What follows belongs to an exercise in optimizing a design on an open flow for small area; a production flow would make more cautious choices. Where RTL was checked, it was by simulation tests only, not by an equivalence proof against the original. Power figures rest on the tool's default switching activity, not on a simulated workload.

==> run E: inputs <==
Design dotProduct, start of the top module:
module dotProduct
		(clk, Mem_reset, Comp_reset, Mem_Index_reset, Computing,
		PE_reset, load_old_output, load_from_file, write_to_file,
		input_data_from_file, output_data_from_file, output_data_to_file,
		result, state);
==> module dotProduct, before the edit <==
module dotProduct
		(clk, Mem_reset, Comp_reset, Mem_Index_reset, Computing,
		PE_reset, load_old_output, load_from_file, write_to_file,
		input_data_from_file, output_data_from_file, output_data_to_file,
		result, state);
		input clk, Mem_reset, Comp_reset, Mem_Index_reset, Computing;
		input PE_reset, load_old_output, load_from_file, write_to_file;
		input [15:0] input_data_from_file;
		input [15:0] output_data_from_file;
		output [15:0] output_data_to_file;
		output [15:0] result;
		output [5:0] state;
		reg clr, ls, cs, ws;
		reg [5:0] mic, csc;
		wire mic_lt32 = ~mic[5];
		wire mic_lt33 = ~mic[5] | (mic[4:0] == 5'd0);
		wire csc_lt32 = ~csc[5];
		wire csc_lt35 = ~csc[5] | (csc[4:0] < 5'd3);
		always @(posedge clk) begin
			clr <= Mem_reset;
			ls <= load_from_file | (ls & mic_lt32);
			cs <= Computing | (cs & csc_lt35);
			ws <= write_to_file | (ws & mic_lt33);
			if (Mem_Index_reset)
				mic <= 6'd0;
			else if (ls ? mic_lt32 : (ws & mic_lt33))
				mic <= mic + 6'd1;
			if (Comp_reset)
				csc <= 6'd0;
			else if (cs & csc_lt35)
				csc <= csc + 6'd1;
		end
		assign state = csc;
		reg en_r_ab, en_w_ab, en_r_o, en_w_o;
		reg [4:0] ar_ab, ar_o, aw_o;
		always @(posedge clk) begin
			if (ls) begin
				en_r_ab <= mic_lt32;
				en_w_ab <= mic_lt32;
				ar_ab <= mic[4:0] - 5'd2;
				en_r_o <= mic_lt32;
				en_w_o <= mic_lt32;
				ar_o <= mic[4:0] - 5'd2;
				aw_o <= mic[4:0];
			end else if (ws) begin
				en_r_o <= mic_lt33;
				en_w_o <= 1'b0;
				ar_o <= mic[4:0];
			end else if (cs) begin
				en_r_ab <= csc_lt32 & csc_lt35;
				en_w_ab <= 1'b0;
				ar_ab <= csc[4:0];
				en_r_o <= csc_lt32 & csc_lt35;
				en_w_o <= csc_lt35 & (csc[5:1] != 5'd0) & (csc != 6'd34);
				ar_o <= csc[4:0];
				aw_o <= csc[4:0] - 5'd2;
			end else begin
				en_r_ab <= 1'b0;
				en_w_ab <= 1'b0;
				en_r_o <= 1'b0;
				en_w_o <= 1'b0;
			end
		end
		reg rd_ab, rd_o;
		reg [4:0] ard_ab, ard_o;
		always @(posedge clk) begin
			rd_ab <= en_r_ab;
			rd_o <= en_r_o;
			ard_ab <= ar_ab;
			ard_o <= ar_o;
		end
		wire [4:0] aw_ab = ar_ab + 5'd2;
		wire [15:0] wd_ab = clr ? 16'd0 : input_data_from_file;
		wire [15:0] wd_o = clr ? 16'd0 : (ls ? output_data_from_file : result);
		reg [15:0] mem_ab [0:31];
		reg [15:0] mem_o [0:31];
		genvar i;
		generate
			for (i = 0; i < 32; i = i + 1) begin : row
				always @(posedge clk) begin
					if (clr | (en_w_ab & (aw_ab == i)))
						mem_ab[i] <= wd_ab;
					if (clr | (en_w_o & (aw_o == i)))
						mem_o[i] <= wd_o;
				end
			end
		endgenerate
		reg [15:0] q_ab, q_o;
		integer k;
		always @* begin
			q_ab = 16'd0;
			q_o = 16'd0;
			for (k = 0; k < 32; k = k + 1) begin
				q_ab = q_ab | (mem_ab[k] & {16{rd_ab & (ard_ab == k)}});
				q_o = q_o | (mem_o[k] & {16{rd_o & (ard_o == k)}});
			end
		end
		assign output_data_to_file = q_o;
		wire [15:0] prod;
		multiplier #(.Data_Width(8)) mul (.in_data0(q_ab[7:0]), .in_data1(q_ab[15:8]), .out_data(prod));
		reg [15:0] acc;
		always @(posedge clk) begin
			if (PE_reset)
				acc <= 16'd0;
			else if (load_old_output)
				acc <= q_o + prod;
			else
				acc <= prod;
		end
		assign result = acc;
endmodule
==> flow/config.mk <==
export PLATFORM = sky130hd
export DESIGN_NAME = dotProduct
export DESIGN_NICKNAME = dotProduct
export VERILOG_FILES = /design/flow/design.v
export SDC_FILE = /design/flow/constraint.sdc
export NUM_CORES = 4
export LEC_CHECK = 0
export CAP_MARGIN = 20
export CORE_MARGIN = 2
export CORE_UTILIZATION = 55
export CTS_BUF_LIST = sky130_fd_sc_hd__clkbuf_4 sky130_fd_sc_hd__clkbuf_8
export PLACE_DENSITY = 0.7
export SLEW_MARGIN = 20
==> flow/constraint.sdc <==
create_clock -name core_clock -period 10.0 [get_ports {clk}]
set_input_delay 2.0000 -clock core_clock [delete_from_list [all_inputs] [get_ports {clk}]]
set_output_delay 2.0000 -clock core_clock [all_outputs]
set_load 0.01 [all_outputs]
run.sh (not shown) runs the stock make flow with config.mk's settings and CLKGATE_MAP_FILE= SYNTH_SCRIPT=/design/flow/synth_recipe.tcl, a recipe that flattens the netlist after the stock synthesis.
==> run C: changes against run E <==
--- a/flow/design.v
+++ b/flow/design.v
@@ -78,3 +78,2 @@
 		end
-		wire [4:0] aw_ab = ar_ab + 5'd2;
 		wire [15:0] wd_ab = clr ? 16'd0 : input_data_from_file;
@@ -87,3 +86,3 @@
 				always @(posedge clk) begin
-					if (clr | (en_w_ab & (aw_ab == i)))
+					if (clr | (en_w_ab & (aw_o == i)))
 						mem_ab[i] <= wd_ab;
@@ -111,6 +110,4 @@
 				acc <= 16'd0;
-			else if (load_old_output)
-				acc <= q_o + prod;
 			else
-				acc <= prod;
+				acc <= prod + (q_o & {16{load_old_output}});
 		end
Settings changed: CAP_MARGIN 20 to 0, CORE_UTILIZATION 55 to 60, CTS_BUF_LIST sky130_fd_sc_hd__clkbuf_4 sky130_fd_sc_hd__clkbuf_8 to not set, CTS_CLUSTER_DIAMETER set to 150, CTS_CLUSTER_SIZE set to 30, PLACE_DENSITY 0.7 to 0.75, SLEW_MARGIN 20 to 0.
==> run K: changes against run E <==
Settings changed: CORE_UTILIZATION 55 to 40, CTS_BUF_LIST sky130_fd_sc_hd__clkbuf_4 sky130_fd_sc_hd__clkbuf_8 to not set, PLACE_DENSITY 0.7 to 0.6.
==> run notes <==
- The lowest total power belongs to run C, the highest to run K.
- Between run C and run K, the lower die area is in run C (gap about 34%, measured against run K).
- Clock-buffer cell count: run C < run K < run E.
- The lowest routed wire length belongs to run C, the highest to run K.
- Sequential share of layout area: run K < run E < run C.
- Via count: run E > run K > run C.
==> figures <==
quantity                                                          run C           run K           run E
Run status                                               finished clean  finished clean  finished clean
Tap Cells                                                           940            1403            1040
Synth Area in Compound Gates                                      0.111           0.114           0.114
Routed length on met3                                          22200 um        16700 um        20200 um
Ratio of total power to cell area                           214 nW/um^2     259 nW/um^2     259 nW/um^2
Largest net degree at the start of global routing                    83              83              63
Mux contribution to synthesized area                            0.00456         0.00632         0.00632
Net Sw Frac                                                       0.291           0.311           0.317
GRT Resource Usage Total                                          0.356           0.249           0.336
Post-synthesis instance area                                 42200 um^2      43000 um^2      43000 um^2
Part of the total power dissipated in the clock network           0.216           0.296           0.297
Global routing usage on met2                                      0.532           0.401           0.522
GR met3 Demand/Resource                                           0.114          0.0593          0.0944
The RTL of run C was laid out without a check of its function.

## re-timing with driven ports
In the flow no input, the clock included, has a driving cell. The finished layouts below were timed again as built, in two steps.
Step 1 (the two cells are an assumption about what drives the block):
set clk [get_ports {clk}]
set_driving_cell -lib_cell sky130_fd_sc_hd__clkbuf_16 $clk
set_driving_cell -lib_cell sky130_fd_sc_hd__buf_2 [delete_from_list [all_inputs] $clk]
Step 2 moves the port delays by t, midway between the first and last clock arrival at a register: inputs arrive t later, outputs are due t later. That takes back most of the time a late clock gives input paths.
Slacks: ideal ports / drivers / drivers and shift; pairs: ideal ports / drivers.
run	t, ns	setup WS [ns]	clock arrival spread, ns
run E	0.889	1.936 / 1.936 / 1.936	0.071 / 0.070
run C	0.696	2.889 / 2.889 / 2.712	0.051 / 0.051
run K	0.748	2.026 / 2.026 / 2.026	0.042 / 0.042
After both steps setup and hold are still met in every run listed. For run C, which loses most, drivers alone change the setup slack by 0.000 ns; drivers and shift together by -0.177 ns.
